What follows belongs to an exercise in optimizing a design on an open flow for small area, a short achievable clock period and few clock cycles; a production flow would make more cautious choices.
No functional check of the RTL was part of any run shown here.

==> flow/design.v, too long to show whole: its modules and the start of the top module <==
// module MandelbrotGen: 1309 lines
// module mfa: 4 lines
// module mha: 4 lines
module MandelbrotGen(
		input Clk_100M,           
		input  [4:0]BTNS,         
		input  SW0,               
		input  SW15,              
		output reg [18:0] addrA,  
		output reg [11:0] dinA,   
		output reg wea            
    );
  // ...
==> flow/run.sh <==
#!/bin/bash
# synth_recipe.tcl (not shown) runs the flow's synth.tcl, then flattens the netlist and writes it again
# the make line also repeats each setting of config.mk as NAME=value (left out here)
make -C /OpenROAD-flow-scripts/flow DESIGN_CONFIG=/design/flow/config.mk WORK_HOME=/design/flow/orfs CLKGATE_MAP_FILE= SYNTH_SCRIPT=/design/flow/synth_recipe.tcl finish
==> flow/config.mk <==
export PLATFORM = sky130hd
export DESIGN_NAME = MandelbrotGen
export DESIGN_NICKNAME = MandelbrotGen
export VERILOG_FILES = /design/flow/design.v
export SDC_FILE = /design/flow/constraint.sdc
export NUM_CORES = 8
export LEC_CHECK = 0
export CAP_MARGIN = 70
export CORE_MARGIN = 2
export CORE_UTILIZATION = 40
export SETUP_SLACK_MARGIN = 5
export SLEW_MARGIN = 70
export SYNTH_HIERARCHICAL = 1
export SYNTH_MINIMUM_KEEP_SIZE = 0
==> flow/constraint.sdc <==
create_clock -name core_clock -period 11.0 [get_ports {Clk_100M}]
set_input_delay 2.2000 -clock core_clock [delete_from_list [all_inputs] [get_ports {Clk_100M}]]
set_output_delay 2.2000 -clock core_clock [all_outputs]
set_load 0.01 [all_outputs]
==> impl_metrics.csv, run 1 <==
group,metric,value,unit
floorplan,initial_utilization,40.5,%
layout,design.seq.count,389,
routing,wl_met1,40000,um
floorplan,rows,105,
logic_synthesis,async_reset_ff_share,0,%
global_route,grtUsageMet3,3.08,%
global_route,grt.overflow.total,0,
layout,multi_input_area_share,64.2,%
global_route,grt_util_met2,33.3,%
timing,max_freq,0.216,GHz
layout,antennaDiodeCount,0,
logic_synthesis,synthTopCellsByArea,"fa_1 26%, dfxtp_1 17%, edfxtp_1 8.9%, ha_1 6.4%, and2_1 4.7%",
logic_synthesis,synthesis.area,0.0334,sq mm
worst_hold_path,hp-start,"cr1[5]$_DFF_P_",
layout,finalInstanceArea,0.0369,sq mm
routing,ant_nets,0,
placement,dp_slack,6.34,ns
worst_hold_path,hp-class,"reg -> reg",
floorplan,io_pins,40,
global_route,antenna_found_initial,1,
critical_path,path_depth,14,
layout,inverters,95,
critical_path,cp-start-kind,"register",
global_route,grt_pass1_vias,24800,
layout,area_share_clock_buf_inv,4.40,%
routing,wl_met3,5820,um
logic_synthesis,netlist-cell-type-count,83,
critical_path,setup.worst_path.end_class,"register",
layout,layout.cells.non_filler,4384,
floorplan,die_area,0.0857,sq mm
layout,fillers,7817,
timing,hold_viol,0,
layout,post-route-util,44.8,%
placement,post-place-cells,4290,
timing,fin_hold_ws,0.316,ns
layout,clkbuf_count,71,
critical_path,crit_arrival,4.96,ns
outcome,status,"timing/DRC/antenna clean",
==> run 2: changes to the inputs <==
--- a/flow/design.v
+++ b/flow/design.v
@@ -20,25 +20,25 @@
 	restart <= raw_restart;
 	pan_im  <= ~SW15 & (BTNS[0] | BTNS[1]);
 	pan_re  <= ~SW15 & ~BTNS[0] & ~BTNS[1] & (BTNS[3] | BTNS[4]);
 	pan_sub <= BTNS[0] | (~BTNS[1] & BTNS[3]);
 	zoom    <= BTNS[2];
 	sw0_q   <= SW0;
 end
 reg [17:0] shift, re0, im0;    
-reg [17:0] crn, cin;           
 reg [9:0] xn;                  
 reg [8:0] yn;                  
+reg col0;                      
+reg pix0;                      
 reg ipar;                      
-reg row_end;                   
 reg hpar;                      
 reg [17:0] zr1, zi1, cr1, ci1;
-reg [7:0] n1;
-reg v1, d1, t1;
+reg [7:0] n1;                  
+reg v1, d1, t1;                
 reg [17:0] xh0_q;
 reg [17:0] xh1_q;
 reg [0:0] xc_q;
 reg [17:0] yh0_q;
 reg [17:0] yh1_q;
 reg [0:0] yc_q;
 reg [17:0] zh0_q;
 reg [17:0] zh1_q;
@@ -1215,23 +1215,26 @@
 mfa u_q214 (zh0_q[17], zh1_q[17], ci2[17], q214, q215);
 wire [18:0] s_sum_t = {{q70, q68, q66, q64, q62, q60, q58, q56, q54, q52, q50, q48, q46, q44, q42, q40, q38, q36}, yc_q[0]} + {{q69, q67, q65, q63, q61, q59, q57, q55, q53, q51, q49, q47, q45, q43, q41, q39, q37, xc_q[0]}, yc_q[0]};
 wire [17:0] s_sum = s_sum_t[18:1];
 wire [18:0] nzr_t = {{q178, q176, q174, q172, q170, q168, q166, q164, q162, q160, q158, q156, q154, q152, q150, q148, q146, q144}, 1'b0} + {{q177, q175, q173, q171, q169, q167, q165, q163, q161, q159, q157, q155, q153, q151, q149, q147, q145, ~yc_q[0]}, 1'b0};
 wire [17:0] nzr = nzr_t[18:1];
 wire [18:0] nzi_t = {{q214, q212, q210, q208, q206, q204, q202, q200, q198, q196, q194, q192, q190, q188, q186, q184, q182, q180}, 1'b0} + {{q213, q211, q209, q207, q205, q203, q201, q199, q197, q195, q193, q191, q189, q187, q185, q183, q181, zc_q[0]}, 1'b0};
 wire [17:0] nzi = nzi_t[18:1];
 wire esc_s  = ~s_sum[17] & s_sum[16] & (|s_sum[15:0]);
-wire stop   = d2 | esc_s | (n2 == 8'd150);
+wire stop   = esc_s | (n2 == 8'd149);
 wire retire = v2 & d2 & (t2 == hpar) & ~restart;
 wire take   = (~v2 | retire) & ~restart;
-wire [17:0] add_a = restart ? (pan_im ? im0 : re0) : (row_end ? cin : crn);
-wire [17:0] add_b = restart ? {shift[12:0], 5'b0} : shift;
-wire add_sub = restart ? pan_sub : row_end;
+wire pan = pan_im | pan_re;
+wire [17:0] add_a = pan_im ? im0 : pan_re ? re0 : col0 ? ci1 : cr1;
+wire [17:0] add_b = pan ? {shift[12:0], 5'b0} : shift;
+wire add_sub = pan ? pan_sub : col0;
 wire [17:0] add_r = add_a + (add_b ^ {18{add_sub}}) + {17'b0, add_sub};
+wire [17:0] crn = col0 ? re0 : add_r;
+wire [17:0] cin = pix0 ? im0 : col0 ? add_r : ci1;
 wire [17:0] pre0 = pan_re ? add_r : re0;
 wire [17:0] pim0 = pan_im ? add_r : im0;
 reg [17:0] nshift, nre0, nim0;
 always @* begin
 	nshift = shift; nre0 = pre0; nim0 = pim0;
 	if (zoom) begin
 		if (!sw0_q) begin
 			nshift = {shift[16:0], 1'b0};
@@ -1262,43 +1265,41 @@
 	zh1_q <= zh1_w;
 	zc_q <= zc_w;
 	cr2 <= cr1; ci2 <= ci1; n2 <= n1; d2 <= d1; t2 <= t1;
 	v2 <= v1 & ~restart;
 	zr1 <= zr_nx;
 	zi1 <= zi_nx;
 		if (take) begin
 		cr1 <= crn; ci1 <= cin;
-		n1 <= 8'd1; d1 <= 1'b0; t1 <= ipar;
+		n1 <= 8'd0; d1 <= 1'b0; t1 <= ipar;
 	end else begin
 		cr1 <= cr2; ci1 <= ci2;
-		n1 <= stop ? n2 : n2 + 8'd1;
-		d1 <= stop; t1 <= t2;
+		n1 <= d2 ? n2 : n2 + 8'd1;
+		d1 <= d2 | stop; t1 <= t2;
 	end
 	v1 <= ~restart & (v2 | take);
 	if (restart) begin
 		shift <= nshift; re0 <= nre0; im0 <= nim0;
-		crn <= nre0; cin <= nim0; xn <= 10'd0; yn <= 9'd0; ipar <= 1'b0;
-		row_end <= 1'b0;
+		xn <= 10'd0; yn <= 9'd0; col0 <= 1'b1; pix0 <= 1'b1; ipar <= 1'b0;
 	end else if (take) begin
 		ipar <= ~ipar;
-		row_end <= (xn == 10'd638);
-		if (row_end) begin
-			xn  <= 10'd0;
-			crn <= re0;
+		pix0 <= 1'b0;
+		if (xn == 10'd639) begin
+			xn   <= 10'd0;
+			col0 <= 1'b1;
 			if (yn == 9'd479) begin
-				yn  <= 9'd0;
-				cin <= im0;
+				yn   <= 9'd0;
+				pix0 <= 1'b1;
 			end else begin
-				yn  <= yn + 9'd1;
-				cin <= add_r;
+				yn   <= yn + 9'd1;
 			end
 		end else begin
-			xn  <= xn + 10'd1;
-			crn <= add_r;
+			xn   <= xn + 10'd1;
+			col0 <= 1'b0;
 		end
 	end
 	wea <= retire & ~raw_restart;
 	if (restart) begin
 		addrA <= 19'd307199;
 		hpar  <= 1'b0;
 	end else if (retire) begin
 		addrA <= (addrA == 19'd307199) ? 19'd0 : addrA + 19'd1;
==> run 2 against run 1 <==
First-iteration DRC count decreased by 26%. Sequential share of layout area decreased by 1.9 points. Die area is 4.2% lower. Worst setup slack got worse by 0.23 ns. Via count fell by 4.8%.
==> impl_metrics.csv, run 2 <==
group,metric,value,unit
logic_synthesis,yosys.area.top_type,"fa_1",
layout,multi_input_area,0.0233,sq mm
timing,max_freq,0.206,GHz
critical_path,crit_arrival,5.36,ns
timing,fin_crit_sh,44.1,%
logic_synthesis,yosysWarnings,7,
layout,area_growth,10.3,%
layout,largest_reg_flops,19,
layout,fin_nets,3736,
layout,drive_above_1_share,7.78,%
critical_path,setup.worst_path.end_class,"register",
worst_hold_path,hp-class,"reg -> reg",
logic_synthesis,synth_top_flop_cell,"dfxtp_1",
logic_synthesis,synth_most_common_cell,"fa_1",
cts,cts-resized-gates,0,
cts,cts-root-buf,"clkbuf_16",
routing,wl,86000,um
routing,ant_nets,0,
placement,post-place-cells,4119,
placement,gp_congestion,0.894,
logic_synthesis,synthesis.area,0.0319,sq mm
routing,wl_per_cell,20.5,um
cts,postCtsSetupBuffers,0,
critical_path,critical_path_required,11.51,ns
floorplan,initial_utilization,40.4,%
global_route,antenna_found_initial,1,
layout,layout_common_cells,"437 x fa_1, 281 x dfxtp_1, 254 x and2_1",
critical_path,crit_path_max_incr_delay,0.56,ns
logic_synthesis,synth_edf_count,63,
routing,drt-initial-drc-count,1566,
logic_synthesis,synth_commonest_cells,"437 x fa_1, 291 x dfxtp_1, 255 x and2_1",
cts,cts_max_path_buffers,3,
placement,dp_slack,6.26,ns
layout,regArea,0.00774,sq mm
global_route,grt_use_total,21.3,%
timing,finalWorstSetupSlack,6.15,ns
floorplan,rows,103,
critical_path,cp_cell_sequence,"inv_1 > fa_1 > fa_1 > fa_1 > ha_1 > inv_1 > fa_1 > nand2b_1 > a31oi_1 > o221ai_1 > a21oi_1 > o41ai_2 > buf_2 > o21ai_0 > xor2_1 > mux2_2",
timing,clock_skew,0.0231,ns
placement,port_buffers,36,
routing,vias_per_cell,5.47,
global_route,grt.overflow.total,0,
outcome,status,"timing/DRC/antenna clean",
critical_path,cp-start-kind,"register",
routing,drc,0,
timing,min_period,4.85,ns
floorplan,io_pins,40,
critical_path,critical_path_class,"reg -> reg",
layout,layout.cells.non_filler,4203,
job,maxCapViolCount,0,
critical_path,cp_max_fo,3,
global_route,grt_pass1_wl,136000,um
logic_synthesis,synth_seq_cells,354,
critical_path,r2r_slack,6.15,ns
floorplan,die_h,287,um
logic_synthesis,netlist-cell-type-count,88,
timing,hold_viol,0,
logic_synthesis,ys_seq_area_share,24.2,%
timing,maxSlewViolCount,0,
layout,layout_commonest_cell,"fa_1",
logic_synthesis,synthTopCellsByArea,"fa_1 27%, dfxtp_1 18%, ha_1 6.7%, edfxtp_1 5.9%, and2_1 5.0%",
floorplan,die_area,0.0821,sq mm
critical_path,cpMostUsedCell,"fa_1",
timing,fin_tns_setup,0,ns
critical_path,path_delay_family,"adder cells",
timing,rsz0062_at_grt,"no",
logic_synthesis,postSynthCellCount,3189,
routing,vias,23000,
global_route,grt_pass1_vias,23400,
cts,clock_sink_count,354,
critical_path,critPathBufInv,3,
timing,setup_viol_count_final,0,
logic_synthesis,avgSynthCellArea,10.0,sq um
cts,cts_buffers,41,
global_route,grt_start_max_net_pins,73,
floorplan,coreArea,0.0790,sq mm
cts,cts.clk_slew.worst_paths,0.07,ns
logic_synthesis,async_reset_ff_share,0,%
placement,dp_hpwl,61400,um
logic_synthesis,synth_top_area_share,27.4,%
cts,clkLatencyLatePin,0.58,ns
layout,fillers,7451,
cts,cts_tree,"yes",
layout,largest-register,"addrA",
routing,drtPass1Iterations,6,
timing,fin_hold_ws,0.321,ns
cts,h-tree-depth,2,
cts,postCtsHoldBufs,0,
critical_path,critPathSlowestCell,"fa_1",
floorplan,fp.dieW,287,um
==> run 2: logic make-up after synthesis <==
logic type	after synthesis	share of synthesized area, %
muxes	103	3.34
buffers and inverters	318	3.85
other	2	0.0235
xor gates and xnor gates	242	6.63
AOI/OAI and AO/OA	622	13.1
and+or+nand+nor	940	14.8
DFF	354	24.2
adders and majority gates	608	34.1
==> run 2: layout make-up <==
type                            count  share of cell area, %
Antenna cell                        2                 0.0142
Multi-Input combinational cell   2528                   66.2
Inverter                           95                   1.06
Clock inverter                     18                  0.476
Tap cell                         1050                   3.73
Clock buffer                       56                   3.48
Timing Repair Buffer              100                   3.10
Sequential cell                   354                   22.0
==> run 2: metrics by stage <==
stage | cell area [sq um] | utilization (%)
5_1_grt | 35200 | 44.6
4_1_cts | 35000 | 44.3
3_3_place_gp | 33200 | 42.0
6_report | 35200 | 44.6
3_5_place_dp | 33600 | 42.5
2_1_floorplan | 32000 | -
==> run 2: worst paths after layout <==
path,to,cells past startpoint,startpoint
worst max-delay path,zr1[14]$_DFF_P_,16,yh0_q[0]$_DFF_P_
worst min-delay path,n2[2]$_DFF_P_,0,n1[2]$_SDFF_PP0_
worst max register to register,zr1[14]$_DFF_P_,16,yh0_q[0]$_DFF_P_
worst min register to register,n2[2]$_DFF_P_,0,n1[2]$_SDFF_PP0_
==> run 2: worst reg2reg max path, cell delays in order (launching register included) <==
cell and delay (ns):
dfxtp_1 0.35, inv_1 0.06, fa_1 0.56, fa_1 0.55, fa_1 0.56, ha_1 0.19, inv_1 0.07, fa_1 0.37
nand2b_1 0.18, a31oi_1 0.36, o221ai_1 0.25, a21oi_1 0.28, o41ai_2 0.09, buf_2 0.16, o21ai_0 0.21, xor2_1 0.33
mux2_2 0.22
==> run 2: per-layer routing <==
metal	GRT usage (%)	wire, um	vias up
li1	-	-	10700
met1	29.9	39200	11600
met2	33.4	39400	624
met3	3.49	4710	133
met4	6.90	2660	0
met5	0	0	-
==> run 2: per-module statistics from Yosys, one instance, submodules excluded <==
module | copies in the design | cell area [sq um] | cells | flops+latches
mfa | 433 | 20.0 | 1 | 0
MandelbrotGen | 1 | 22600 | 2703 | 354
mha | 53 | 12.5 | 1 | 0

port drivers added, routing unchanged:
In the flow no input, the clock included, has a driving cell. The finished layouts below were timed again as built, in two steps.
Step 1 (the two cells are an assumption about what drives the block):
set clk [get_ports {Clk_100M}]
set_driving_cell -lib_cell sky130_fd_sc_hd__clkbuf_16 $clk
set_driving_cell -lib_cell sky130_fd_sc_hd__buf_2 [delete_from_list [all_inputs] $clk]
Step 2, shift: input delay + t, output delay - t, t = (earliest + latest rising clock arrival at the registers) / 2. This alone moves slack from input paths to output paths.
Three values: ideal ports, drivers, drivers and shift; two values: the first two.
| run | shift t [ns] | slack for setup (ns) | latest minus earliest clock arrival (ns) | worst register clock-pin slew, ns | worst slew at a driven data input, ns |
|---|---|---|---|---|---|
| run 1 | 0.665 | 6.378 / 6.378 / 6.378 | 0.030 / 0.031 | 0.07 / 0.07 | 0.04 |
| run 2 | 0.627 | 6.150 / 6.150 / 6.150 | 0.024 / 0.023 | 0.07 / 0.07 | 0.03 |
After both steps every run listed still meets setup and hold.
